What follows belongs to an exercise in optimizing a design on an open flow for small area; a production flow would make more cautious choices.
Function was checked by simulation only, so behaviour that the tests miss may differ from the original.

[run.sh]
#!/bin/bash
# synth_recipe.tcl (not shown) runs the flow's synth.tcl, then flattens the netlist and writes it again
# the make line also repeats each setting of config.mk as NAME=value (left out here)
make -C /OpenROAD-flow-scripts/flow DESIGN_CONFIG=/design/flow/config.mk WORK_HOME=/design/flow/orfs CLKGATE_MAP_FILE= SYNTH_SCRIPT=/design/flow/synth_recipe.tcl finish
[config.mk]
export PLATFORM = sky130hd
export DESIGN_NAME = CPU
export DESIGN_NICKNAME = CPU
export VERILOG_FILES = /design/flow/design.v
export SDC_FILE = /design/flow/constraint.sdc
export NUM_CORES = 8
export LEC_CHECK = 0
export CAP_MARGIN = 20
export CORE_MARGIN = 2
export CORE_UTILIZATION = 30
export SLEW_MARGIN = 20
[constraint.sdc]
create_clock -name core_clock -period 200.0 [get_ports {clk}]
set_input_delay 40.0000 -clock core_clock [delete_from_list [all_inputs] [get_ports {clk}]]
set_output_delay 40.0000 -clock core_clock [all_outputs]
set_load 0.01 [all_outputs]
[design.v]
module ALU (
    input  logic [31:0 ] src1, src2,
    input  logic [3:0] ALU_op,
    output logic [31:0 ] result
);
    logic [63:0] mul;
    logic div_ovf;
    logic signed [31:0] quo, rem;
    assign quo = $signed(src1) / $signed(src2);
    assign rem = $signed(src1) % $signed(src2);
    assign div_ovf = (src1 == 32'h8000_0000) && (src2 == 32'hffff_ffff);
    always_comb begin
        unique case (ALU_op)
        4'b0000:  result = src1 & src2;
        4'b0001 :  result = src1 | src2;
        4'b0010:  result = src1 ^ src2;
        4'b0011:  result = $signed(src1) + $signed(src2);
        4'b0100:  result = $signed(src1) - $signed(src2);
        4'b0101:  result = src1 << src2[4:0];
        4'b0110:  result = src1 >> src2[4:0];
        4'b0111:  result = $signed(src1) >>> src2[4:0];
        4'b1000:  result = ($signed(src1) < $signed(src2)) ? 1 : 0;
       4'b1001:  result = ($unsigned(src1) < $unsigned(src2)) ? 1 : 0;
        4'b1010:  result = mul[31:0];
       4'b1011:  result = mul[63:32];
     4'b1100:  result = mul[63:32];
      4'b1101:  result = mul[63:32];
        4'b1110:  result = (src2 == 0) ? 32'hffff_ffff : div_ovf ? src1 : quo;
        4'b1111:  result = (src2 == 0) ? src1 : div_ovf ? 32'h0 : rem;
         default:  result = 0;
        endcase
    end
    always_comb begin
        unique case (ALU_op)
        4'b1010:  mul = $signed(src1) * $signed(src2);
       4'b1011:  mul = $signed(src1) * $signed(src2);
     4'b1100:  mul = $signed(src1) * $unsigned(src2);
      4'b1101:  mul = $unsigned(src1) * $unsigned(src2);
         default:  mul = 64'h0000_0000_0000_0000;
        endcase
    end
endmodule
module BRU (
	input  logic [31:0 ] src1, src2, pc, imm,
	input  logic [2:0] BRU_op,
	input  logic              Jalr,
	output logic [31:0 ] old_pc,
	output logic              old_branch, result
);
	assign old_branch = (BRU_op != 3'b000);
	always_comb begin : BRU
		unique case (BRU_op)
			3'b000: result = 0;
			 3'b001: result = (src1 == src2);
			 3'b010: result = (src1 != src2);
			 3'b011: result = ($signed(src1) < $signed(src2));
			 3'b100: result = ($signed(src1) >= $signed(src2));
			3'b101: result = (src1 < src2);
			3'b110: result = (src1 >= src2);
			3'b111: result = 1;
		     default: result = 0;
		endcase
	end
	always_comb begin : Actual_PC
		unique case (result)
			1'b0: old_pc = pc + 4;    
			1'b1: old_pc = Jalr ? src1 + imm : pc + imm;  
		endcase
	end
endmodule
module Branch_Predictor # (
    parameter BHT_SIZE = 4,
    parameter RAS_SIZE = 4
) (
    input  logic             clk, rst,
    input  logic             stall,
    input  logic             branch, predict, excp, sret,
    input  logic [4:0] rs1, rd,
    input  logic [31:0] pc, imm,
    input  logic [31:0] old_pc, old_branch_pc, old_predict_pc,
    input  logic             old_predict, old_actual, old_branch,
    output logic [31:0] target_pc,
    output logic             predict_result, predict_fail
);
    reg [31:0] sepc;
    reg [1:0 ] History_Table [0: (1 << BHT_SIZE) - 1];  
    reg [31:0] Return_Addr   [0: (1 << RAS_SIZE) - 1];  
    reg [RAS_SIZE-1:0] RAS_top;  
    reg start_flag;                
    logic [31:0] target_pc0;
    wire  [31:0] pc_plus_4 = pc + 4;
    assign target_pc = excp ? (sret ? sepc : 32'h1c090000) : target_pc0;
    always_ff @(posedge clk) begin
        if (rst) sepc <= 0;
        else if (excp && !sret) sepc <= pc_plus_4;
        else sepc <= sepc;
    end
    logic [BHT_SIZE-1:0] table_addr, update_addr;  
    assign table_addr  = pc[BHT_SIZE+1:2];
    assign update_addr = old_branch_pc[BHT_SIZE+1:2];
    assign predict_fail = old_actual != old_predict || (old_predict_pc != old_pc && old_branch);
    always_ff @(posedge clk) begin
        if (rst) begin
            start_flag <= 0;
        end else begin
            start_flag <= 1;
        end
    end
    always_comb begin : Predict  
        if (rst || ~start_flag) begin
            predict_result = 1'b0;
            target_pc0 = 0;
        end else if (predict_fail) begin
            predict_result = 1'b0;
            target_pc0 = old_pc;
        end else begin
            unique case ({branch, predict})
                2'b00: begin  
                    predict_result = 1'b0;
                    target_pc0 = pc_plus_4;
                end
                2'b10: begin  
                    predict_result = 1'b1;
                    target_pc0 = (rs1 == 1) ? Return_Addr[RAS_top] : pc + imm;
                end
                2'b11: begin  
                    predict_result = History_Table[table_addr] > 2'b01;
                    target_pc0 = predict_result ? pc + imm : pc_plus_4;
                end
                default: begin  
                    predict_result = 1'b0;
                    target_pc0 = pc_plus_4;
                end
            endcase
        end
    end
    always_ff @(posedge clk) begin : Update_Table
        if (rst) begin
            for (int i = 0; i < (1 << BHT_SIZE); i = i + 1) begin
                History_Table[i] <= 2'b01;
            end
        end else if (old_branch && !stall) begin  
            if (old_actual) begin
                if (History_Table[update_addr] != 2'b11) begin
                    History_Table[update_addr] <= History_Table[update_addr] + 1;
                end else
                    History_Table[update_addr] <= History_Table[update_addr];
            end else begin
                if (History_Table[update_addr] != 2'b00) begin
                    History_Table[update_addr] <= History_Table[update_addr] - 1;
                end else begin
                    History_Table[update_addr] <= History_Table[update_addr];
                end
            end
        end else begin
            History_Table[update_addr] <= History_Table[update_addr];
        end
    end
    always_ff @(posedge clk) begin : Update_RAS
        if (rst) begin
            RAS_top <= 0;
            for (int i = 0; i < (1 << RAS_SIZE); i = i + 1) begin
                Return_Addr[i] <= 0;
            end
        end else if (~start_flag) begin
            RAS_top <= 0;
        end else if ({branch, predict} == 2'b10 && !stall && !predict_fail) begin
            if (rd == 1) begin  
                Return_Addr[RAS_top + 4'd1] <= pc_plus_4;
                RAS_top <= RAS_top + 1;
            end else if (rs1 == 1) begin  
                RAS_top <= RAS_top - 1;
            end else begin
                RAS_top <= RAS_top;
            end
        end else begin
            RAS_top <= RAS_top;
        end
    end
endmodule
module Control (
    input  logic [31:0] inst, 
    output logic [16:0] total_ctrl
);
    logic Jalr;
    logic [3:0]  ALUOp;
    logic [2:0]  BRUOp;
    logic [1:0] ALUSrc;        
    logic [2:0]   MEMOp;
    logic MemWrite;      
    logic MemRead;       
    logic RegWrite;      
    logic MemtoReg;      
    logic [9:0]  EX_ctrl;
    logic [4:0] MEM_ctrl;
    logic [1:0]  WB_ctrl;
    assign EX_ctrl  = {Jalr, BRUOp, ALUOp, ALUSrc};
    assign MEM_ctrl = {MEMOp, MemWrite, MemRead};
    assign WB_ctrl  = {RegWrite, MemtoReg};
    assign total_ctrl = {EX_ctrl, MEM_ctrl, WB_ctrl};
    always_comb begin : Ctrl_Signal_Gen
        unique case (inst[6:0])
            7'b0110011: begin
                if (inst[31:25] == 7'h01) begin
                    unique case (inst[14:12])
                        3'b000: ALUOp = 4'b1010;
                       3'b001: ALUOp = 4'b1011;
                     3'b010: ALUOp = 4'b1100;
                      3'b011: ALUOp = 4'b1101;
                        3'b100: ALUOp = 4'b1110;
                        3'b110: ALUOp = 4'b1111;
                           default: ALUOp = 0;
                    endcase
                end
                else begin
                    unique case (inst[14:12])
                        3'b000: ALUOp = inst[31:25] == 7'h20 ? 4'b0100 : 4'b0011;
                        3'b001: ALUOp = 4'b0101;
                        3'b010: ALUOp = 4'b1000;
                       3'b011: ALUOp = 4'b1001;
                        3'b100: ALUOp = 4'b0010;
                        3'b101: ALUOp = inst[31:25] == 7'h20 ? 4'b0111 : 4'b0110;
                         3'b110: ALUOp = 4'b0001;
                        3'b111: ALUOp = 4'b0000;
                           default: ALUOp = 0;
                    endcase
                end
                BRUOp    = 3'b000;
                Jalr     = 0;
                ALUSrc   = 0;
                MemWrite = 0;
                MemRead  = 0;
                RegWrite = 1;
                MemtoReg = 0;
                MEMOp    = 0;
            end
            7'b0010011: begin
                unique case (inst[14:12])
                    3'b000: ALUOp = 4'b0011;
                    3'b001: ALUOp = 4'b0101;
                    3'b010: ALUOp = 4'b1000;
                   3'b011: ALUOp = 4'b1001;
                    3'b100: ALUOp = 4'b0010;
                    3'b101: ALUOp = inst[31:25] == 7'h20 ? 4'b0111 : 4'b0110;
                     3'b110: ALUOp = 4'b0001;
                    3'b111: ALUOp = 4'b0000;
                       default: ALUOp = 0;
                endcase
                BRUOp    = 3'b000;
                Jalr     = 0;
                ALUSrc   = 1;
                MemWrite = 0;
                MemRead  = 0;
                RegWrite = 1;
                MemtoReg = 0;
                MEMOp    = 0;
            end
            7'b0000011: begin
                ALUOp    = 4'b0011;
                BRUOp    = 3'b000;
                Jalr     = 0;
                ALUSrc   = 1;
                MemWrite = 0;
                MemRead  = 1;
                RegWrite = 1;
                MemtoReg = 1;
                unique case (inst[14:12])
                    3'b000:  MEMOp = 3'b000;
                    3'b001:  MEMOp = 3'b001;
                    3'b010:  MEMOp = 3'b010;
                    3'b100: MEMOp = 3'b011;
                    3'b101: MEMOp = 3'b100;  
                    default:    MEMOp = 0;
                endcase
            end
            7'b0100011: begin
                ALUOp    = 4'b0011;
                BRUOp    = 3'b000;
                Jalr     = 0;
                ALUSrc   = 1;
                MemWrite = 1;
                MemRead  = 0;
                RegWrite = 0;
                MemtoReg = 0;
                unique case (inst[14:12])
                    3'b000 : MEMOp = 3'b101; 
                    3'b001 : MEMOp = 3'b110; 
                    3'b010 : MEMOp = 3'b111; 
                    default:    MEMOp = 0;
                endcase
            end
            7'b1100011: begin
                unique case (inst[14:12])
                    3'b000: BRUOp = 3'b001;
                    3'b001: BRUOp = 3'b010;
                    3'b100: BRUOp = 3'b011;
                    3'b101: BRUOp = 3'b100;
                   3'b110: BRUOp = 3'b101;
                   3'b111: BRUOp = 3'b110;
                       default: BRUOp = 3'b000;
                endcase
                ALUOp    = 4'b0011;
                Jalr     = 0;
                ALUSrc   = 0;
                MemWrite = 0;
                MemRead  = 0;
                RegWrite = 0;
                MemtoReg = 0;
                MEMOp    = 0;
            end
            7'b1100111: begin
                ALUOp    = 4'b0011;
                BRUOp    = 3'b111;
                Jalr     = 1;
                ALUSrc   = 1;
                MemWrite = 0;
                MemRead  = 0;
                RegWrite = 1;
                MemtoReg = 0;
                MEMOp    = 0;
            end
            7'b1101111: begin
                ALUOp    = 4'b0011;
                BRUOp    = 3'b111;
                Jalr     = 0;
                ALUSrc   = 2;
                MemWrite = 0;
                MemRead  = 0;
                RegWrite = 1;
                MemtoReg = 0;
                MEMOp    = 0;
            end
            7'b0110111: begin
                ALUOp    = 4'b0011;
                BRUOp    = 3'b000;
                Jalr     = 0;
                ALUSrc   = 1;
                MemWrite = 0;
                MemRead  = 0;
                RegWrite = 1;
                MemtoReg = 0;
                MEMOp    = 0;
            end
            7'b0010111: begin
                ALUOp    = 4'b0011;
                BRUOp    = 3'b000;
                Jalr     = 0;
                ALUSrc   = 3;
                MemWrite = 0;
                MemRead  = 0;
                RegWrite = 1;
                MemtoReg = 0;
                MEMOp    = 0;
            end
            7'b1110011: begin
                ALUOp    = 4'b0011;
                BRUOp    = 3'b000;
                Jalr     = 0;
                ALUSrc   = 0;
                MemWrite = 0;
                MemRead  = 0;
                RegWrite = 0;
                MemtoReg = 0;
                MEMOp    = 0;
            end
            default: begin
                ALUOp    = 0;
                BRUOp    = 0;
                Jalr     = 0;
                ALUSrc   = 0;
                MemWrite = 0;
                MemRead  = 0;
                RegWrite = 0;
                MemtoReg = 0;
                MEMOp    = 0;
            end
        endcase
    end
endmodule
module DCache #(
    parameter CACHE_WID = 4
)(
    input  logic             clk, rst,
    input  logic [31:0] addr,
    input  logic [31:0] write_data,
    input  logic [2:0] MEMOp,
    input  logic             MemRead,
    input  logic             MemWrite,
    output logic [31:0] data_out,
    output logic             dcache_stall,
    input  logic [31:0] mem_data,
    output logic [31:0] mem_addr,
    output logic [31:0] mem_write_data,
    output logic             mem_web
);
    reg  [47-CACHE_WID:0] cache [0: (1 << CACHE_WID) - 1];
    reg  [47-CACHE_WID:0] old_cache;
    reg  [2:0] cache_state;
    reg  [31:0] rdata_out;
    wire [CACHE_WID-1:0] offset = addr[CACHE_WID+1:2];
    wire [13-CACHE_WID:0] tag = addr[15:CACHE_WID+2];
    wire uncached = (addr[19:16] == 4'hf);   
    wire [31:0] rdata_in = (cache_state == 2 || uncached) ? mem_data : cache[offset][31:0];
    wire [31:0] cache_wdata = (MemRead && cache_state == 2) ? mem_data : rdata_out;
    wire [2:0] end_state = (old_cache[46-CACHE_WID] && old_cache[45-CACHE_WID:32] != tag) ? 4 : 2;
    wire cache_web = (MemRead && cache_state == 2) || (MemWrite && cache_state == 2)
    || (MemWrite && cache[offset][47-CACHE_WID] && cache[offset][45-CACHE_WID:32] == tag && cache_state == 0);
    assign data_out = rdata_out;
    assign dcache_stall = !uncached && (MemRead || MemWrite) && cache_state != end_state
    && (!cache[offset][47-CACHE_WID] || cache[offset][45-CACHE_WID:32] != tag || (old_cache[46-CACHE_WID] && old_cache[45-CACHE_WID:32] != tag));
    always_ff @(negedge clk) begin
        if (rst || !dcache_stall) begin
            cache_state <= 0;
            old_cache <= 0;
        end else begin
            cache_state <= cache_state + 1;
            old_cache <= (cache_state == 0) ? cache[offset] : old_cache;
        end
    end
    always_ff @(posedge clk) begin
        if (rst) begin
            for (int i = 0; i < (1 << CACHE_WID); i++) begin
                cache[i] <= 0;
            end
        end else begin
            cache[offset] <= cache_web ? {1'b1, MemWrite, tag, cache_wdata} : cache[offset];
        end
    end
    always_comb begin
        unique case (cache_state)
            0: begin
                mem_addr = addr;
                mem_write_data = uncached ? write_data : 0;
                mem_web = 0;
            end
            1: begin
                mem_addr = addr;
                mem_write_data = 0;
                mem_web = 0;
            end
            2: begin
                mem_addr = {16'b0, old_cache[45-CACHE_WID:32], addr[CACHE_WID+1:0]};
                mem_write_data = old_cache[31:0];
                mem_web = (old_cache[46-CACHE_WID] && old_cache[45-CACHE_WID:32] != tag);
            end
            3: begin
                mem_addr = {16'b0, old_cache[45-CACHE_WID:32], addr[CACHE_WID+1:0]};
                mem_write_data = old_cache[31:0];
                mem_web = 1;
            end
            default: begin
                mem_addr = 0;
                mem_write_data = 0;
                mem_web = 0;
            end
        endcase
    end
    always_comb begin
        unique case (MEMOp)
            3'b010: begin
                rdata_out = rdata_in;
            end
            3'b001: begin
                if (addr[1]) begin
                    rdata_out = {rdata_in[31] ? 16'hffff : 16'h0000, rdata_in[31:16]};
                end
                else begin
                    rdata_out = {rdata_in[15] ? 16'hffff : 16'h0000, rdata_in[15:0]};
                end
            end
            3'b100: begin
                rdata_out = {16'h0000, addr[1] ? rdata_in[31:16] : rdata_in[15:0]};
            end
            3'b011: begin
                rdata_out = {24'h000000, addr[1] ? (addr[0] ? rdata_in[31:24] : rdata_in[23:16]) : (addr[0] ? rdata_in[15:8] : rdata_in[7:0])};
            end
            3'b000: begin
                unique case (addr[1:0])
                    2'b00: rdata_out = {rdata_in[7] ? 24'hffffff : 24'h000000, rdata_in[7:0]};
                    2'b01: rdata_out = {rdata_in[15] ? 24'hffffff : 24'h000000, rdata_in[15:8]};
                    2'b10: rdata_out = {rdata_in[23] ? 24'hffffff : 24'h000000, rdata_in[23:16]};
                    2'b11: rdata_out = {rdata_in[31] ? 24'hffffff : 24'h000000, rdata_in[31:24]};
                endcase
            end
            3'b111: begin
                rdata_out = write_data;
            end
            3'b110: begin
                rdata_out = addr[1] ? {write_data[15:0], rdata_in[15:0]} : {rdata_in[31:16], write_data[15:0]};
            end
            3'b101: begin
                unique case (addr[1:0])
                    2'b00: rdata_out = {rdata_in[31:8], write_data[7:0]};
                    2'b01: rdata_out = {rdata_in[31:16], write_data[7:0], rdata_in[7:0]}; 
                    2'b10: rdata_out = {rdata_in[31:24], write_data[7:0], rdata_in[15:0]}; 
                    2'b11: rdata_out = {write_data[7:0], rdata_in[23:0]}; 
                endcase
            end
        endcase
    end
endmodule
module EX_MEM (
    input                  clk, rst,
    input                  dcache_stall,
    input  [31:0    ] ALUres_in, data2_in,
    input  [4:0    ] rd_in,
    output [31:0    ] ALUres_out, data2_out,
    output [4:0    ] rd_out,
    input  [4:0] MEM_ctrl_in,
    input  [1:0 ] WB_ctrl_in,
    output [4:0] MEM_ctrl_out,
    output [1:0 ] WB_ctrl_out
);
    reg [31:0] ALUres;
    reg [31:0] data2;
    reg [4:0] rd;
    reg [4:0] MEM_ctrl;
    reg [1:0]  WB_ctrl;
    assign ALUres_out = ALUres;
    assign data2_out = data2;
    assign rd_out = rd;
    assign MEM_ctrl_out = MEM_ctrl;
    assign WB_ctrl_out = WB_ctrl;
    always_ff @(posedge clk) begin
        if (rst) begin
            ALUres <= 0;
            data2 <= 0;
            rd <= 0;
            MEM_ctrl <= 0;
            WB_ctrl <= 0;
        end else if (dcache_stall) begin
            ALUres <= ALUres;
            data2 <= data2;
            rd <= rd;
            MEM_ctrl <= MEM_ctrl;
            WB_ctrl <= WB_ctrl;
        end else begin
            ALUres <= ALUres_in;
            data2 <= data2_in;
            rd <= rd_in;
            MEM_ctrl <= MEM_ctrl_in;
            WB_ctrl <= WB_ctrl_in;
        end
    end
endmodule
module Forward (
    input  logic [4:0] ID_EX_rs1, ID_EX_rs2, EX_MEM_rd, MEM_WB_rd,
    input  logic             EX_MEM_RegWrite, MEM_WB_RegWrite,
    output logic [1:0  ] fwA, fwB  
);
    always_comb begin : ForwardA
        if (EX_MEM_RegWrite
            & (EX_MEM_rd != 0)
            & (EX_MEM_rd == ID_EX_rs1)) begin
            fwA = 2'b10;
        end
        else if (MEM_WB_RegWrite
                & (MEM_WB_rd != 0)
                & ~(EX_MEM_RegWrite & (EX_MEM_rd != 0) & (EX_MEM_rd == ID_EX_rs1))
                & (MEM_WB_rd == ID_EX_rs1)) begin
            fwA = 2'b01;
        end
        else begin
            fwA = 2'b00;
        end
    end
    always_comb begin : ForwardB
        if (EX_MEM_RegWrite
            & (EX_MEM_rd != 0)
            & (EX_MEM_rd == ID_EX_rs2)) begin
            fwB = 2'b10;
        end
        else if (MEM_WB_RegWrite
                & (MEM_WB_rd != 0)
                & ~(EX_MEM_RegWrite & (EX_MEM_rd != 0) & (EX_MEM_rd == ID_EX_rs2))
                & (MEM_WB_rd == ID_EX_rs2)) begin
            fwB = 2'b01;
        end
        else begin
            fwB = 2'b00;
        end
    end
endmodule
module Hazard (
    input  logic [4:0] IF_ID_rs1, IF_ID_rs2, ID_EX_rd,
    input  logic             ID_EX_MemRead,
    output logic             stall, IF_ID_Write, PC_Write   
);
    always_comb begin
        if (ID_EX_MemRead &
            ((ID_EX_rd == IF_ID_rs1) | (ID_EX_rd == IF_ID_rs2))) begin   
            stall = 1'b1;
            IF_ID_Write = 1'b1;
            PC_Write = 1'b1;
        end
        else begin    
            stall = 1'b0;
            IF_ID_Write = 1'b0;
            PC_Write = 1'b0;
        end
    end
endmodule
module ICache #(
    parameter CACHE_WID = 4
)(
    input  logic             clk, rst,
    input  logic [31:0] addr,
    input  logic             predict_fail,
    output logic [31:0] inst,
    output logic             icache_stall,
    input  logic [31:0] mem_inst,
    output logic [31:0] mem_pc
);
    reg  [46-CACHE_WID:0] cache [0: (1 << CACHE_WID) - 1];
    reg  [1:0] read_state;
    wire uncached;
    wire [CACHE_WID-1:0] offset = addr[CACHE_WID+1:2];
    wire [13-CACHE_WID:0] tag = addr[15:CACHE_WID+2];
    assign mem_pc = addr;
    assign uncached = addr[31:16] == 16'h1c09;
    assign inst = (read_state == 2 || uncached) ? mem_inst : cache[offset][31:0];
    assign icache_stall = !uncached && !predict_fail && (!cache[offset][46-CACHE_WID] || cache[offset][45-CACHE_WID:32] != tag) && (read_state != 3);
    always_ff @(negedge clk) begin
        if (rst || !icache_stall) begin
            read_state <= 0;
        end else begin
            read_state <= read_state + 1;
        end
    end
    always_ff @(posedge clk) begin
        if (rst) begin
            for (int i = 0; i < (1 << CACHE_WID); i++) begin
                cache[i] <= 0;
            end
        end else begin
            cache[offset] <= (read_state == 2) ? {1'b1, tag, mem_inst} : cache[offset];
        end
    end
endmodule
module ID_EX (
    input                  clk, rst,
    input  [31:0    ] pc_in, data1_in, data2_in, imm_in,
    input  [4:0    ] rd_in,               
    input  [4:0    ] rs1_in, rs2_in,      
    input                  IF_ID_Write,         
    input                  dcache_stall,
    input                  predict_fail,
    input                  predict_result_in,
    input  [31:0    ] old_predict_pc_in,
    output [31:0    ] old_predict_pc_out, 
    output [31:0    ] pc_out, data1_out, data2_out, imm_out,
    output [4:0    ] rd_out,              
    output [4:0    ] rs1_out, rs2_out,    
    output                 predict_result_out,
    input  [9:0 ] EX_ctrl_in,
    input  [4:0] MEM_ctrl_in,
    input  [1:0 ] WB_ctrl_in,
    output [9:0 ] EX_ctrl_out,
    output [4:0] MEM_ctrl_out,
    output [1:0 ] WB_ctrl_out
);
    reg [31:0] pc;
    reg [31:0] data1;
    reg [31:0] data2;
    reg [31:0] imm;
    reg [4:0] rd;
    reg [4:0] rs1;
    reg [4:0] rs2;
    reg predict_result;
    reg [31:0] old_predict_pc;
    reg [9:0]  EX_ctrl;
    reg [4:0] MEM_ctrl;
    reg [1:0]  WB_ctrl;
    assign pc_out = pc;
    assign data1_out = data1;
    assign data2_out = data2;
    assign imm_out = imm;
    assign rd_out = rd;
    assign rs1_out = rs1;
    assign rs2_out = rs2;
    assign EX_ctrl_out = EX_ctrl;
    assign MEM_ctrl_out = MEM_ctrl;
    assign WB_ctrl_out = WB_ctrl;
    assign predict_result_out = predict_result;
    assign old_predict_pc_out = old_predict_pc;
    always_ff @(posedge clk) begin
        if (rst || ((IF_ID_Write || predict_fail) && !dcache_stall)) begin
            pc <= 0;
            data1 <= 0;
            data2 <= 0;
            imm <= 0;
            rd <= 0;
            rs1 <= 0;
            rs2 <= 0;
            EX_ctrl <= 0;
            MEM_ctrl <= 0;
            WB_ctrl <= 0;
            predict_result <= 0;
            old_predict_pc <= 0;
        end else if (dcache_stall) begin
            pc <= pc;
            data1 <= data1;
            data2 <= data2;
            imm <= imm;
            rd <= rd;
            rs1 <= rs1;
            rs2 <= rs2;
            EX_ctrl <= EX_ctrl;
            MEM_ctrl <= MEM_ctrl;
            WB_ctrl <= WB_ctrl;
            predict_result <= predict_result;
            old_predict_pc <= old_predict_pc;
        end else begin
            pc <= pc_in;
            data1 <= data1_in;
            data2 <= data2_in;
            imm <= imm_in;
            rd <= rd_in;
            rs1 <= rs1_in;
            rs2 <= rs2_in;
            EX_ctrl <= EX_ctrl_in;
            MEM_ctrl <= MEM_ctrl_in;
            WB_ctrl <= WB_ctrl_in;
            predict_result <= predict_result_in;
            old_predict_pc <= old_predict_pc_in;
        end
    end
endmodule
module IF_ID (
    input              clk, rst,
    input              icache_stall,
    input              dcache_stall,
    input              IF_ID_Write,
    input              predict_fail,
    input              predict_in,
    input  [31:0] predict_pc_in,
    input  [31:0] inst_in, pc_in,
    output [31:0] inst_out, pc_out,
    output             predict_out,
    output [31:0] predict_pc_out
);
    reg [31:0] inst;
    reg [31:0] pc;
    reg [31:0] predict_pc;
    reg predict;
    assign inst_out = inst;
    assign pc_out = pc;
    assign predict_out = predict;
    assign predict_pc_out = predict_pc;
    always_ff @(posedge clk) begin
        if (rst || (icache_stall && !dcache_stall && !IF_ID_Write) || predict_fail) begin
            inst <= 0;
            pc <= 0;
            predict <= 0;
            predict_pc <= 0;
        end else if (dcache_stall || IF_ID_Write) begin
            inst <= inst;
            pc <= pc;
            predict <= predict;
            predict_pc <= predict_pc;
        end else begin
            inst <= inst_in;
            pc <= pc_in;
            predict <= predict_in;
            predict_pc <= predict_pc_in;
        end
    end
endmodule
module ImmGen (
    input  logic [31:0] inst,
    output logic [31:0] imm
);
    always_comb begin
        if (inst[6:0] == 7'b0010011 | inst[6:0] == 7'b0000011 | inst[6:0] == 7'b1100111) begin    
            imm[11:0] = inst[31:20];
            if (inst[31] == 0) begin
                imm[31:12] = 20'b0000_0000_0000_0000_0000;
            end
            else begin
                imm[31:12] = 20'b1111_1111_1111_1111_1111;
            end
        end
        else if (inst[6:0] == 7'b0100011) begin         
            imm[11:0] = {inst[31:25], inst[11:7]};
            if (inst[31] == 0) begin
                imm[31:12] = 20'b0000_0000_0000_0000_0000;
            end
            else begin
                imm[31:12] = 20'b1111_1111_1111_1111_1111;
            end
        end
        else if (inst[6:0] == 7'b1100011) begin         
            imm[12:0] = {inst[31], inst[7], inst[30:25], inst[11:8], 1'b0};
            if (inst[31] == 0) begin
                imm[31:13] = 19'b0000_0000_0000_0000_000;
            end
            else begin
                imm[31:13] = 19'b1111_1111_1111_1111_111;
            end
        end
        else if (inst[6:0] == 7'b0110111 | inst[6:0] == 7'b0010111) begin         
            imm[31:12] = inst[31:12];
            imm[11:0] = 12'b0000_0000_0000;
        end
        else if (inst[6:0] == 7'b1101111) begin         
            imm[20:0] = {inst[31], inst[19:12], inst[20], inst[30:21], 1'b0};
            if (inst[31] == 0) begin
                imm[31:21] = 11'b0000_0000_000;
            end
            else begin
                imm[31:21] = 11'b1111_1111_111;
            end
        end
        else begin                                      
            imm[31:0] = 32'b0000_0000_0000_0000_0000_0000_0000_0000;
        end
    end
endmodule
module MEM_WB (
    input                       clk, rst,
    input                       dcache_stall,
    input  logic [31:0   ] addr_in, data_in,
    input  logic [4:0   ] rd_in,
    output logic [31:0   ] addr_out, data_out,
    output logic [4:0   ] rd_out,
    input  logic [1:0] WB_ctrl_in,
    output logic [1:0] WB_ctrl_out
);
    reg [31:0] addr;
    reg [31:0] data;
    reg [4:0] rd;
    reg [1:0]  WB_ctrl;
    assign addr_out = addr;
    assign data_out = data;
    assign rd_out = rd;
    assign WB_ctrl_out = WB_ctrl;
    always_ff @(posedge clk) begin
        if (rst) begin
            addr <= 0;
            data <= 0;
            rd <= 0;
            WB_ctrl <= 0;
        end else if (dcache_stall) begin
            addr <= addr;
            data <= data;
            rd <= rd;
            WB_ctrl <= WB_ctrl;
        end else begin
            addr <= addr_in;
            data <= data_in;
            rd <= rd_in;
            WB_ctrl <= WB_ctrl_in;
        end
    end
endmodule
module PC (
    input                    clk, rst,
    input  logic             PC_Write,    
    input  logic             icache_stall,
    input  logic             dcache_stall,
    input  logic [31:0] new_pc,      
    output logic [31:0] pc_out
);
    logic [31:0] pc;
    assign pc_out = pc;
    always_ff @(posedge clk) begin
        if (rst) pc <= 0;
        else pc <= (PC_Write || icache_stall || dcache_stall) ? pc : new_pc;
    end
endmodule
module RegisterFile (
    input  logic             clk, rst,
    input  logic [4:0] read_reg_1, read_reg_2, write_reg,
    input  logic [31:0] write_data,
    input  logic             RegWrite,
    output logic [31:0] read_data_1, read_data_2
);
    reg [31:0] regs[0:31];
    assign read_data_1 = regs[read_reg_1];
    assign read_data_2 = regs[read_reg_2];
    always_ff @(negedge clk) begin
        if (rst) begin
            regs[0] <= 0;
            regs[1] <= 0;
            regs[2] <= 32'h00007ffc;   
            regs[3] <= 32'hffffff00;   
            for (int i = 4; i < 32; i++) begin
                regs[i] <= 0;
            end
        end 
        else if (RegWrite) begin
            if (write_reg != 0) regs[write_reg] <= write_data;
        end
    end
endmodule
module Stage_EX (
	input  logic [9:0 ] EX_ctrl_in,
	input  logic [4:0] MEM_ctrl_in,
	input  logic [1:0 ] WB_ctrl_in,
	input  logic [31:0    ] reg_data1, reg_data2, imm, pc,
	input  logic [31:0    ] EX_MEM_data, MEM_WB_data,
	input  logic [4:0    ] ID_EX_rs1, ID_EX_rs2, ID_EX_rd, EX_MEM_rd, MEM_WB_rd,
	input  logic              	 EX_MEM_RegWrite, MEM_WB_RegWrite,
	input  logic                 old_predict_in,
	output logic [31:0    ] data_out,
	output logic [31:0    ] write_addr,
	output logic [4:0    ] EX_rd_out,
	output logic [4:0] MEM_ctrl_out,
	output logic [1:0 ] WB_ctrl_out,
	output logic [4:0    ] ID_EX_rd_out,
	output logic              	 ID_EX_MemRead,
	output logic                 branch_result, old_branch, old_predict,
	output logic [31:0    ] old_pc
);
	logic [3:0 ] ALU_op;
	logic [1:0] ALU_src;
	logic [2:0 ] BRU_op;
	logic [31:0  ] src1, src2, src1_mux, src2_mux;
	logic [1:0    ] fwA, fwB;
	logic Jalr;
	assign Jalr = EX_ctrl_in[9];
	assign BRU_op = EX_ctrl_in[8:6];
	assign ALU_op = EX_ctrl_in[5:2];
	assign ALU_src = EX_ctrl_in[1:0];
	assign MEM_ctrl_out = MEM_ctrl_in;
	assign WB_ctrl_out = WB_ctrl_in;
	assign EX_rd_out = ID_EX_rd;
	assign ID_EX_MemRead = MEM_ctrl_in[0];
	assign old_predict = old_predict_in;
	assign ID_EX_rd_out = ID_EX_rd;
	always_comb begin : Mux_A
		unique case (fwA)
			2'b00: src1_mux = reg_data1;
			2'b01: src1_mux = MEM_WB_data;
			2'b10: src1_mux = EX_MEM_data;
		  default: src1_mux = 0;
		endcase
	end
	always_comb begin : Mux_B
		unique case (fwB)
			2'b00: src2_mux = reg_data2;
			2'b01: src2_mux = MEM_WB_data;
			2'b10: src2_mux = EX_MEM_data;
		  default: src2_mux = 0;
		endcase
	end
	assign src1 = ALU_src[1] ? pc : src1_mux;
	always_comb begin  
		unique case (ALU_src)
			2'b00: src2 = src2_mux;
			2'b01: src2 = imm;
			2'b10: src2 = 4;
		    2'b11: src2 = imm;
		endcase
	end
	assign data_out = src2_mux;
	Forward forward_unit (
		.ID_EX_rs1,
		.ID_EX_rs2,
		.EX_MEM_rd,
		.MEM_WB_rd,
		.EX_MEM_RegWrite,
		.MEM_WB_RegWrite,
		.fwA,
		.fwB
	);
	ALU alu_unit (
		.src1,
		.src2,
		.ALU_op,
		.result(write_addr)
	);
	BRU bru_unit (
		.src1,
		.src2(src2_mux),
		.pc,
		.imm,
		.Jalr,
		.BRU_op,
		.result(branch_result),
		.old_pc,
		.old_branch
	);
endmodule
module Stage_ID (
    input                        clk, rst,
    input                        dcache_stall, icache_stall,
    input  logic [31:0    ] pc_in,
    input  logic [31:0    ] inst,
    input  logic [4:0    ] ID_EX_rd, MEM_WB_rd,
    input  logic                 ID_EX_MemRead,
    input  logic [31:0    ] data_WB,
    input  logic                 RegWrite,
    output logic [9:0 ] EX_ctrl,
    output logic [4:0] MEM_ctrl,
    output logic [1:0 ] WB_ctrl,
    output logic [4:0    ] rs1_out, rs2_out, rd_out,
    output logic [31:0    ] reg_data1, reg_data2, imm_out, pc_out,
    output logic                 IF_ID_Write, PC_Write
);
    logic stall;
    logic [4:0] rs1, rs2, rd;
    logic [16:0] total_ctrl, ctrl_out;
    logic [31:0] rs1_data, rs2_data, imm;
    assign rs1 = inst[19:15];
    assign rs2 = inst[24:20];
    assign rd = inst[11:7];
    assign rs1_out = rs1;
    assign rs2_out = rs2;
    assign rd_out  = rd;
    assign pc_out = pc_in;
    assign ctrl_out = (stall == 1'b0) ? total_ctrl : 0;
    assign EX_ctrl  = ctrl_out[16:7];
    assign MEM_ctrl = ctrl_out[6:2];
    assign WB_ctrl  = ctrl_out[1:0];
    assign reg_data1 = rs1_data;
    assign reg_data2 = rs2_data;
    assign imm_out = imm;
    ImmGen immgen_inst (
        .inst,
        .imm
    );
    RegisterFile reg_inst (
        .clk,
        .rst,
        .read_reg_1(rs1),
        .read_reg_2(rs2),
        .write_reg(MEM_WB_rd),
        .write_data(data_WB),
        .RegWrite,
        .read_data_1(rs1_data),
        .read_data_2(rs2_data)
    );
    Hazard hazard_inst (
        .IF_ID_rs1(rs1),
        .IF_ID_rs2(rs2),
        .ID_EX_rd,
        .ID_EX_MemRead,
        .stall,
        .IF_ID_Write,
        .PC_Write
    );
    Control ctrl_unit (
        .inst,
        .total_ctrl
    );
endmodule
module Stage_IF (
    input                    clk, rst,
    input  logic [31:0] pc_in,
    input  logic             dcache_stall, IF_ID_Write,
    input  logic             old_predict, old_branch, branch_result,
    input  logic [31:0] old_pc, old_branch_pc, old_predict_pc,
    output logic [31:0] pc_out,
    output logic [31:0] inst_out,
    output logic             icache_stall,
    output logic             predict_result,
    output logic             predict_fail,
    input  logic [31:0] mem_inst,
    output logic [31:0] mem_pc
);
    logic branch, predict, excp, jump, sret;
    logic [4:0] rs1, rd;
    logic [31:0] new_pc, imm, inst;
    assign inst_out = inst;
    assign pc_out = new_pc;
    assign jump = inst[6:0] == 7'b1101111 || inst[6:0] == 7'b1100111;
    assign branch = inst[6:0] == 7'b1100011 || jump;
    assign predict = !jump && branch;
    assign excp = inst[6:0] == 7'b1110011;
    assign sret = excp && inst[31:25] == 7'b0001000;
    assign rs1 = inst[6:0] != 7'b1101111 ? inst[19:15] : 0;
    assign rd = inst[11:7];
    ICache icache_inst (
        .clk,
        .rst,
        .addr(pc_in),
        .inst,
        .predict_fail,
        .icache_stall,
        .mem_inst,
        .mem_pc
    );
    ImmGen immgen_inst (
        .inst,
        .imm
    );
    Branch_Predictor bp_inst (
        .clk,
        .rst,
        .stall(icache_stall || dcache_stall || IF_ID_Write),
        .branch,
        .predict,
        .excp,
        .sret,
        .rs1,
        .rd,
        .pc(pc_in),
        .imm,
        .old_pc,
        .old_predict,
        .old_actual(branch_result),
        .old_branch,
        .old_branch_pc,
        .old_predict_pc,
        .target_pc(new_pc),
        .predict_result,
        .predict_fail
    );
endmodule
module Stage_MEM (
    input                        clk, rst,
    input  logic [4:0] MEM_ctrl_in,
	input  logic [1:0 ] WB_ctrl_in,
    input  logic [31:0    ] write_addr,
    input  logic [31:0    ] write_data,
    input  logic [4:0    ] EX_MEM_rd,
    output logic [4:0    ] MEM_rd_out,
    output logic [31:0    ] addr_out,
    output logic [31:0    ] data_out,
    output logic [1:0 ] WB_ctrl_out,
    output logic                 dcache_stall,
    input  logic [31:0    ] mem_data,
    output logic [31:0    ] mem_addr,
    output logic [31:0    ] mem_write_data,
    output logic                 mem_web
);
    wire MemWrite, MemRead;
    wire [2:0] MEMOp;
    assign WB_ctrl_out = WB_ctrl_in;
    assign MEM_rd_out = EX_MEM_rd;
    assign addr_out = write_addr;
    assign MemWrite = MEM_ctrl_in[1];
    assign MemRead = MEM_ctrl_in[0];
    assign MEMOp = MEM_ctrl_in[4:2];
    DCache dcache_inst (
        .clk,
        .rst,
        .addr(write_addr),
        .data_out,
        .write_data,
        .MEMOp,
        .MemWrite,
        .MemRead,
        .dcache_stall,
        .mem_data,
        .mem_addr,
        .mem_write_data,
        .mem_web
    );
endmodule
module Stage_WB (
    input  logic [1:0] WB_ctrl,
    input  logic [31:0   ] data, ALU_res,
    output logic [31:0   ] write_data
);
    logic MemtoReg;  
    assign MemtoReg = WB_ctrl[0];    
    assign write_data = (MemtoReg == 1'b1) ? data : ALU_res;
endmodule
module Memory (
    input                      clk, rst,
    input  logic [31:0  ] addra, addrb,
    input  logic [31:0  ] write_datab,
    input  logic               web,  
    output logic [31:0  ] dataa, datab,
    output logic [13:0]        ram_addra,
    input  logic [31:0  ] ram_douta,
    output logic [13:0]        ram_addrb,
    output logic [31:0  ] ram_dinb,
    output logic               ram_web,
    input  logic [31:0  ] ram_doutb,
    input  logic [7:0  ] switches1, switches2, switches3,
    input                      bt1, bt2, bt3, bt4, bt5,    
    input  logic [4:0] kb_idx,                     
    output logic [31:0  ] seg1_out,
    output logic [7:0   ] led1_out, led2_out
);
    logic [31:0] rdataa, rdatab, datab_io, edataa;
    logic bool_io;    
    logic bool_exc;   
    assign bool_io = (addrb[31:16] == 16'hffff);   
    assign datab = bool_io ? datab_io : rdatab;
    assign bool_exc = (addra[31:16] == 16'h1c09);  
    assign dataa = bool_exc ? edataa : rdataa;
    assign ram_addra = addra[15:2];
    assign ram_addrb = addrb[15:2];
    assign ram_dinb = bool_io ? 0 : write_datab;
    assign ram_web = web & ~bool_io;
    assign rdataa = ram_douta;
    assign rdatab = ram_doutb;
    always_comb begin : exception_instruction
        unique case (addra)
            32'h1c090000: edataa = 32'hff810113;
            32'h1c090004: edataa = 32'h00512223;
            32'h1c090008: edataa = 32'h00612023;
            32'h1c09000c: edataa = 32'h00a00293;
            32'h1c090010: edataa = 32'h02588c63;
            32'h1c090014: edataa = 32'h00100293;
            32'h1c090018: edataa = 32'h04588663;
            32'h1c09001c: edataa = 32'h00200293;
            32'h1c090020: edataa = 32'h04588663;
            32'h1c090024: edataa = 32'h00300293;
            32'h1c090028: edataa = 32'h04588663;
            32'h1c09002c: edataa = 32'h00500293;
            32'h1c090030: edataa = 32'h00588e63;
            32'h1c090034: edataa = 32'h00600293;
            32'h1c090038: edataa = 32'h00588e63;
            32'h1c09003c: edataa = 32'h00700293;
            32'h1c090040: edataa = 32'h00588e63;
            32'h1c090044: edataa = 32'h0380006f;
            32'h1c090048: edataa = 32'h0000006f;
            32'h1c09004c: edataa = 32'h0001a503;
            32'h1c090050: edataa = 32'h02c0006f;
            32'h1c090054: edataa = 32'h0041a503;
            32'h1c090058: edataa = 32'h0240006f;
            32'h1c09005c: edataa = 32'h0081a503;
            32'h1c090060: edataa = 32'h01c0006f;
            32'h1c090064: edataa = 32'h00a1a623;
            32'h1c090068: edataa = 32'h0140006f;
            32'h1c09006c: edataa = 32'h00a1a823;
            32'h1c090070: edataa = 32'h00c0006f;
            32'h1c090074: edataa = 32'h02a1a423;
            32'h1c090078: edataa = 32'h0040006f;
            32'h1c09007c: edataa = 32'h00012303;
            32'h1c090080: edataa = 32'h00412283;
            32'h1c090084: edataa = 32'h00810113;
            32'h1c090088: edataa = 32'h10200073;
            default: edataa = 32'h00000000;
        endcase
    end
    logic [7:0 ] led1, led2;
    logic [31:0] seg1;
    assign led1_out = led1;
    assign led2_out = led2;
    assign seg1_out = seg1;
    always_comb begin
        unique case (addrb)
            32'hffff_ff00: begin      
                datab_io = {24'h000000, switches1};
            end
            32'hffff_ff04: begin      
                datab_io = {24'h000000, switches2};
            end
            32'hffff_ff08: begin      
                datab_io = {24'h000000, switches3};
            end
            32'hffff_ff14: begin      
                datab_io = bt1 ? 32'h00000001 : 32'h00000000;
            end
            32'hffff_ff18: begin      
                datab_io = bt2 ? 32'h00000001 : 32'h00000000;
            end
            32'hffff_ff1c: begin      
                datab_io = bt3 ? 32'h00000001 : 32'h00000000;
            end
            32'hffff_ff20: begin      
                datab_io = bt4 ? 32'h00000001 : 32'h00000000;
            end
            32'hffff_ff24: begin      
                datab_io = bt5 ? 32'h00000001 : 32'h00000000;
            end
            32'hffff_ff2c: begin      
                datab_io = kb_idx[4] ? 32'h00000001 : 32'h00000000;
            end
            32'hffff_ff30: begin      
                datab_io = {28'h0000000, kb_idx[3:0]};
            end
            default: begin
                datab_io = 0;
            end
        endcase
    end
    always_ff @(posedge clk) begin
        if (rst) begin
            led1 <= 0;
            led2 <= 0;
            seg1 <= 0;
        end else begin
            unique case (addrb)
                32'hffff_ff0c: begin      
                    led1 <= write_datab[7:0];
                    led2 <= led2;
                    seg1 <= seg1;
                end
                32'hffff_ff10: begin      
                    led1 <= led1;
                    led2 <= write_datab[7:0];
                    seg1 <= seg1;
                end
                32'hffff_ff28: begin      
                    led1 <= led1;
                    led2 <= led2;
                    seg1 <= write_datab;
                end
                default: begin
                    led1 <= led1;
                    led2 <= led2;
                    seg1 <= seg1;
                end
            endcase
        end
    end
endmodule
module CPU (
    input  logic               clk, rst_n,
    output logic [13:0]        imem_addr,
    input  logic [31:0  ] imem_rdata,
    output logic [13:0]        dmem_addr,
    output logic [31:0  ] dmem_wdata,
    output logic               dmem_we,
    input  logic [31:0  ] dmem_rdata,
    input  logic [7:0   ] switches1, switches2, switches3,
    input  logic               bt1, bt2, bt3, bt4, bt5,
    input  logic [4:0] kb_idx,
    output logic [7:0   ] led1_out, led2_out,
    output logic [31:0  ] seg1_out
);
    logic PC_Write, rst, icache_stall, dcache_stall;
    logic [31:0] IF_pc_in, IF_pc_out;
    logic [31:0] IF_inst_out, mem_pc, mem_inst;
    logic IF_ID_Write, predict_fail, IF_predict_result_in, IF_predict_result_out;
    logic [31:0] ID_inst_in, ID_pc_in, IF_predict_pc_out;
    logic [4:0] ID_EX_rd, MEM_WB_rd;
    logic EX_old_predict_out, EX_old_branch_out, EX_branch_result_out;
    logic ID_EX_MemRead, MEM_WB_RegWrite;
    logic [31:0] EX_old_pc_out, WB_data_out, ID_old_branch_pc;
    logic [9:0] IF_EX_ctrl_out;
    logic [4:0] IF_MEM_ctrl_out;
    logic [1:0] IF_WB_ctrl_out;
    logic [4:0] ID_rs1_out, ID_rs2_out, ID_rd_out;
    logic [31:0] ID_data1_out, ID_data2_out, ID_imm_out, ID_pc_out;
    logic [31:0] EX_old_predict_pc_out;
    logic [31:0] EX_pc_in, EX_data1_in, EX_data2_in, EX_imm_in;
    logic [4:0] EX_rd_in, EX_rs1_in, EX_rs2_in;
    logic EX_predict_result_in;
    logic [9:0] EX_EX_ctrl_in;
    logic [4:0] EX_MEM_ctrl_in;
    logic [1:0] EX_WB_ctrl_in;
    logic [31:0] MEMtoEX_data;
    logic [4:0] MEM_rd_in, EX_rd_out;
    logic EX_MEM_RegWrite;
    logic [31:0] EX_data_out, EX_ALU_res_out;
    logic [4:0] EX_MEM_ctrl_out;
    logic [1:0] EX_WB_ctrl_out;
    logic [31:0] WB_data1_in, WB_data2_in;
    logic [1:0] WB_WB_ctrl_in;
        logic [31:0] MEM_data1_in, MEM_data2_in;
    logic [4:0] MEM_MEM_ctrl_in;
    logic [1:0] MEM_WB_ctrl_in;
    logic [4:0] MEM_rd_out;
    logic [31:0] MEM_data1_out, MEM_data2_out;
    logic [1:0] MEM_WB_ctrl_out;
    logic [31:0] mem_addr, mem_write_data, mem_data;
    logic mem_web;
    assign MEMtoEX_data = mem_addr;
    assign EX_MEM_RegWrite = MEM_WB_ctrl_in[1];
    assign MEM_WB_RegWrite = WB_WB_ctrl_in[1];
    assign ID_old_branch_pc = EX_pc_in;
    assign rst = ~rst_n;
    PC pc_inst (
        .clk(clk),
        .rst,
        .PC_Write,
        .icache_stall,
        .dcache_stall,
        .new_pc(IF_pc_out),
        .pc_out(IF_pc_in)
    );
    Stage_IF if_inst (
        .clk(clk),
        .rst,
        .pc_in(IF_pc_in),
        .predict_result(IF_predict_result_in),
        .predict_fail,
        .old_predict(EX_old_predict_out),
        .old_predict_pc(EX_old_predict_pc_out),
        .old_branch(EX_old_branch_out),
        .branch_result(EX_branch_result_out),
        .old_pc(EX_old_pc_out),
        .old_branch_pc(ID_old_branch_pc),
        .pc_out(IF_pc_out),
        .inst_out(IF_inst_out),
        .icache_stall,
        .dcache_stall,
        .IF_ID_Write,
        .mem_inst,
        .mem_pc
    );
    IF_ID if_id_inst (
        .clk(clk),
        .rst,
        .icache_stall,
        .dcache_stall,
        .predict_fail,
        .IF_ID_Write,
        .predict_in(IF_predict_result_in),
        .predict_pc_in(IF_pc_out),
        .inst_in(IF_inst_out),
        .pc_in(IF_pc_in),
        .inst_out(ID_inst_in),
        .pc_out(ID_pc_in),
        .predict_out(IF_predict_result_out),
        .predict_pc_out(IF_predict_pc_out)
    );
    Stage_ID id_inst (
        .clk(clk),
        .rst,
        .icache_stall,
        .dcache_stall,
        .pc_in(ID_pc_in),
        .inst(ID_inst_in),
        .ID_EX_rd,
        .MEM_WB_rd,
        .ID_EX_MemRead,
        .data_WB(WB_data_out),
        .RegWrite(MEM_WB_RegWrite),
        .EX_ctrl(IF_EX_ctrl_out),
        .MEM_ctrl(IF_MEM_ctrl_out),
        .WB_ctrl(IF_WB_ctrl_out),
        .rs1_out(ID_rs1_out),
        .rs2_out(ID_rs2_out),
        .rd_out(ID_rd_out),
        .reg_data1(ID_data1_out),
        .reg_data2(ID_data2_out),
        .imm_out(ID_imm_out),
        .pc_out(ID_pc_out),
        .IF_ID_Write,
        .PC_Write
    );
    ID_EX id_ex_inst (
        .clk(clk),
        .rst,
        .pc_in(ID_pc_out),
        .data1_in(ID_data1_out),
        .data2_in(ID_data2_out),
        .imm_in(ID_imm_out),
        .rd_in(ID_rd_out),
        .rs1_in(ID_rs1_out),
        .rs2_in(ID_rs2_out),
        .IF_ID_Write,
        .predict_fail,
        .dcache_stall,
        .predict_result_in(IF_predict_result_out),
        .old_predict_pc_in(IF_predict_pc_out),
        .old_predict_pc_out(EX_old_predict_pc_out),
        .pc_out(EX_pc_in),
        .data1_out(EX_data1_in),
        .data2_out(EX_data2_in),
        .imm_out(EX_imm_in),
        .rd_out(EX_rd_in),
        .rs1_out(EX_rs1_in),
        .rs2_out(EX_rs2_in),
        .predict_result_out(EX_predict_result_in),
        .EX_ctrl_in(IF_EX_ctrl_out),
        .MEM_ctrl_in(IF_MEM_ctrl_out),
        .WB_ctrl_in(IF_WB_ctrl_out),
        .EX_ctrl_out(EX_EX_ctrl_in),
        .MEM_ctrl_out(EX_MEM_ctrl_in),
        .WB_ctrl_out(EX_WB_ctrl_in)
    );
    Stage_EX ex_inst (
        .EX_ctrl_in(EX_EX_ctrl_in),
        .MEM_ctrl_in(EX_MEM_ctrl_in),
        .WB_ctrl_in(EX_WB_ctrl_in),
        .reg_data1(EX_data1_in),
        .reg_data2(EX_data2_in),
        .imm(EX_imm_in),
        .pc(EX_pc_in),
        .EX_MEM_data(MEMtoEX_data),
        .MEM_WB_data(WB_data_out),
        .ID_EX_rs1(EX_rs1_in),
        .ID_EX_rs2(EX_rs2_in),
        .ID_EX_rd(EX_rd_in),
        .EX_MEM_rd(MEM_rd_in),
        .MEM_WB_rd,
        .EX_MEM_RegWrite,
        .MEM_WB_RegWrite,
        .old_predict_in(EX_predict_result_in),
        .data_out(EX_data_out),
        .write_addr(EX_ALU_res_out),
        .EX_rd_out,
        .MEM_ctrl_out(EX_MEM_ctrl_out),
        .WB_ctrl_out(EX_WB_ctrl_out),
        .ID_EX_rd_out(ID_EX_rd),
        .ID_EX_MemRead,
        .branch_result(EX_branch_result_out),
        .old_branch(EX_old_branch_out),
        .old_predict(EX_old_predict_out),
        .old_pc(EX_old_pc_out)
    );
    EX_MEM ex_mem_inst (
        .clk(clk),
        .rst,
        .dcache_stall,
        .ALUres_in(EX_ALU_res_out), 
        .data2_in(EX_data_out),
        .rd_in(EX_rd_out),
        .ALUres_out(MEM_data1_in),
        .data2_out(MEM_data2_in),
        .rd_out(MEM_rd_in),
        .MEM_ctrl_in(EX_MEM_ctrl_out),
        .WB_ctrl_in(EX_WB_ctrl_out),
        .MEM_ctrl_out(MEM_MEM_ctrl_in),
        .WB_ctrl_out(MEM_WB_ctrl_in)
    );
    Stage_MEM mem_instance (
        .clk(clk),
        .rst,
        .MEM_ctrl_in(MEM_MEM_ctrl_in),
        .WB_ctrl_in(MEM_WB_ctrl_in),
        .write_addr(MEM_data1_in),
        .write_data(MEM_data2_in),
        .EX_MEM_rd(MEM_rd_in),
        .MEM_rd_out,
        .addr_out(MEM_data1_out),
        .data_out(MEM_data2_out),
        .WB_ctrl_out(MEM_WB_ctrl_out),
        .dcache_stall,
        .mem_addr,
        .mem_write_data,
        .mem_web,
        .mem_data
    );
    MEM_WB mem_wb_inst (
        .clk(clk),
        .rst,
        .dcache_stall,
        .addr_in(MEM_data1_out),
        .data_in(MEM_data2_out),
        .rd_in(MEM_rd_out),
        .addr_out(WB_data1_in),
        .data_out(WB_data2_in),
        .rd_out(MEM_WB_rd),
        .WB_ctrl_in(MEM_WB_ctrl_out),
        .WB_ctrl_out(WB_WB_ctrl_in)
    );
    Stage_WB wb_inst (
        .WB_ctrl(WB_WB_ctrl_in),
        .data(WB_data2_in),
        .ALU_res(WB_data1_in),
        .write_data(WB_data_out)
    );
    Memory memory_inst (
        .clk,
        .rst,
        .addra(mem_pc),
        .addrb(mem_addr),
        .write_datab(mem_write_data),
        .web(mem_web),
        .dataa(mem_inst),
        .datab(mem_data),
        .ram_addra(imem_addr),
        .ram_douta(imem_rdata),
        .ram_addrb(dmem_addr),
        .ram_dinb(dmem_wdata),
        .ram_web(dmem_we),
        .ram_doutb(dmem_rdata),
        .switches1,
        .switches2,
        .switches3,
        .bt1,
        .bt2,
        .bt3,
        .bt4,
        .bt5,
        .kb_idx,
        .led1_out,
        .led2_out,
        .seg1_out
    );
endmodule
==> results.toml <==
[sta]
whs_ns = 0.4377
finalHoldViolations = 0
finalMaxSlewViolations = 0
slew_headroom = 0.1122
tightest_slew_ns = 1.325
setup_viol = 0
skew_ns = 0.1355

[outcome]
outcome = "complete, no violations"

[yosys]
synth_seq_area_share = 0.3852
yosys_warnings = 17
ys.flop_type = "edfxtp_1"
synth_area_leaders = "edfxtp_1, fa_1, mux4_2, nor2_1, ha_1"
synth.top_cell.area_share = 0.3383
synth_edf_count = 2960
syn_avg_cell_area_um2 = 10.30
synth.most_common_cell = "nor2_1"
yosysTopAreaCell = "edfxtp_1"
synth_cell_types = 116
yosys_register_bits = 3576
synth_common_cells = "nor2_1, edfxtp_1, nand2_1"
syn_inst = 25510
synth_area_um2 = 262800
synthArstFlopShare = 0

[hold_path]
min_path_type = "reg2reg"

[layout]
fillers = 87130
multi_input_area_um2 = 150600
syn2layout_area_growth_pct = 13.79
fin_area_um2 = 299000
regArea_um2 = 101300
nNetsFinal = 29080
drive_gt1_frac = 0.1360

[route]
wire_per_inst_um = 29.87
finalWirelength_mm = 1143
ant_nets = 0
vias_per_cell = 5.767
vias = 220600
first_pass_iters = 9
drt_iter0_drc = 29460
drcViolationCount = 0

[setup_path]
critical-path-top-delay-family = "compound AO/OA/AOI/OAI gates"
cp_max_fo = 32
cp-end-kind = "flip-flop"
arrival_ns = 196.12
cp.required_ns = 200.92
worstPathBufferInverterCount = 45
crit_top_cell = "buf_4"
slowest_delay_ns = 0.65
critical_path_class = "reg2reg"
cp-start-kind = "flip-flop"
slowest_stage = "inv_1"

[global_routing]
use_met2 = 0.3792
use_met1 = 0.3095
grt-ovfl-total = 0
grt_pass1_wl_mm = 1607
top_usage_layer = "met2"
grt_usage = 0.2494
first_global_vias = 220100
grt_max_degree = 148
grt_util_met3 = 0.07474
antenna_found_initial = 85

[clock_network]
cts.sinks = 3576
clock_tree.buffer_depth = 4
clkTransAtPathRegs_ns = 0.07
insertion_delay_ns = 1.07
cts_max_level = 5
hold_buffers = 0
cts_tree = "done"
cts_root_buf = "clkbuf_16"
cts_made_buffers = 354

[die]
die_height_um = 939.9
start_util = 0.3012
die_w_um = 939.9
ios = 209
core_area_um2 = 872500
fp-row-count = 343
die_area_um2 = 883300

[place]
place_area_um2 = 281900
globalplace.congestion = 1.058
numPortBuffers = 208
hpwl_mm = 794.8

[job]
maxCapViolations = 0
timing repair:
action / 4_1_cts / 5_1_grt
buffers inserted: 0 / 16
endpoints found under the hold margin: 0 / 0
pin swaps: 0 / 15
gates resized for setup: 14 / 161
setup endpoints to repair: 34 / 36
registers in the layout, summed over array words and instances (netlist names), 43 cells and up, named ones only:
| signal | flops |
|---|---|
| if_inst.bp_inst.Return_Addr | 512 |
| if_inst.icache_inst.cache | 688 |
| mem_instance.dcache_inst.cache | 704 |
| id_inst.reg_inst.regs | 1024 |
| mem_instance.dcache_inst.old_cache | 43 |
stage by stage:
step	setup slack, ns	TNS (ns)	cells	util
4_1_cts	0.07289	0	38190	0.3413
6_report	4.808	0	38250	0.3427
5_1_grt	-0.1286	-0.4106	38220	0.3426
3_5_place_dp	-1.126	-19.20	36470	0.3231
3_3_place_gp	-0.8513	-11.76	36470	0.3230
2_1_floorplan	3.379	0	25540	-
cells by family after synthesis:
kind of cell	after synthesis	synth area share
AO/OA/AOI/OAI	4303	0.1050
XOR/XNOR	759	0.02530
adder cells (fa/ha/maj)	2613	0.1666
buffers and inverters	3636	0.05242
flip-flops	3576	0.3852
multiplexers	1607	0.1211
other	1	0.00001427
AND/OR/NAND/NOR	9013	0.1442
routing by layer:
metal  share of wire  vias to the layer above
met5         0.00078                        -
li1                -                    91740
met2            0.44                    14630
met4           0.076                       56
met3            0.12                     3475
met1            0.36                   110700
placed cells by master (no fill, tap or decap), types with 589 or more instances in the layout:
cell type     n
buf_4       980
nor2_1     4590
inv_1      2871
dfxtp_1     589
a21oi_1    1276
mux4_2     1250
o21ai_0     803
nand2_1    2449
edfxtp_1   2960
ha_1       1135
fa_1       1476
layout make-up:
cell class                      instances  area share
Multi-Input combinational cell      18330      0.5036
Sequential cell                      3576      0.3388
Tap cell                            11560     0.04836
Timing Repair Buffer                 1213     0.03294
Clock buffer                          420     0.03115
Inverter                             1820     0.02293
Clock inverter                       1300     0.02190
Antenna cell                           37   0.0003097
tightest hold or removal path, stage by stage (launching register included):
cell and delay (ns):
dfxtp_1 0.31, nand2_1 0.06, a21oi_1 0.06
path summary, 6_finish.rpt:
path                                                         startpoint                      to  slack, ns  cells past startpoint
worst min-delay path                                  if_id_inst.pc[10]       id_ex_inst.pc[10]       0.44                      2
worst min register to register                        if_id_inst.pc[10]       id_ex_inst.pc[10]       0.44                      2
worst max-delay path            mem_instance.dcache_inst.cache_state[0]  ex_mem_inst.ALUres[24]       4.81                    419
worst max register to register  mem_instance.dcache_inst.cache_state[0]  ex_mem_inst.ALUres[24]       4.81                    419
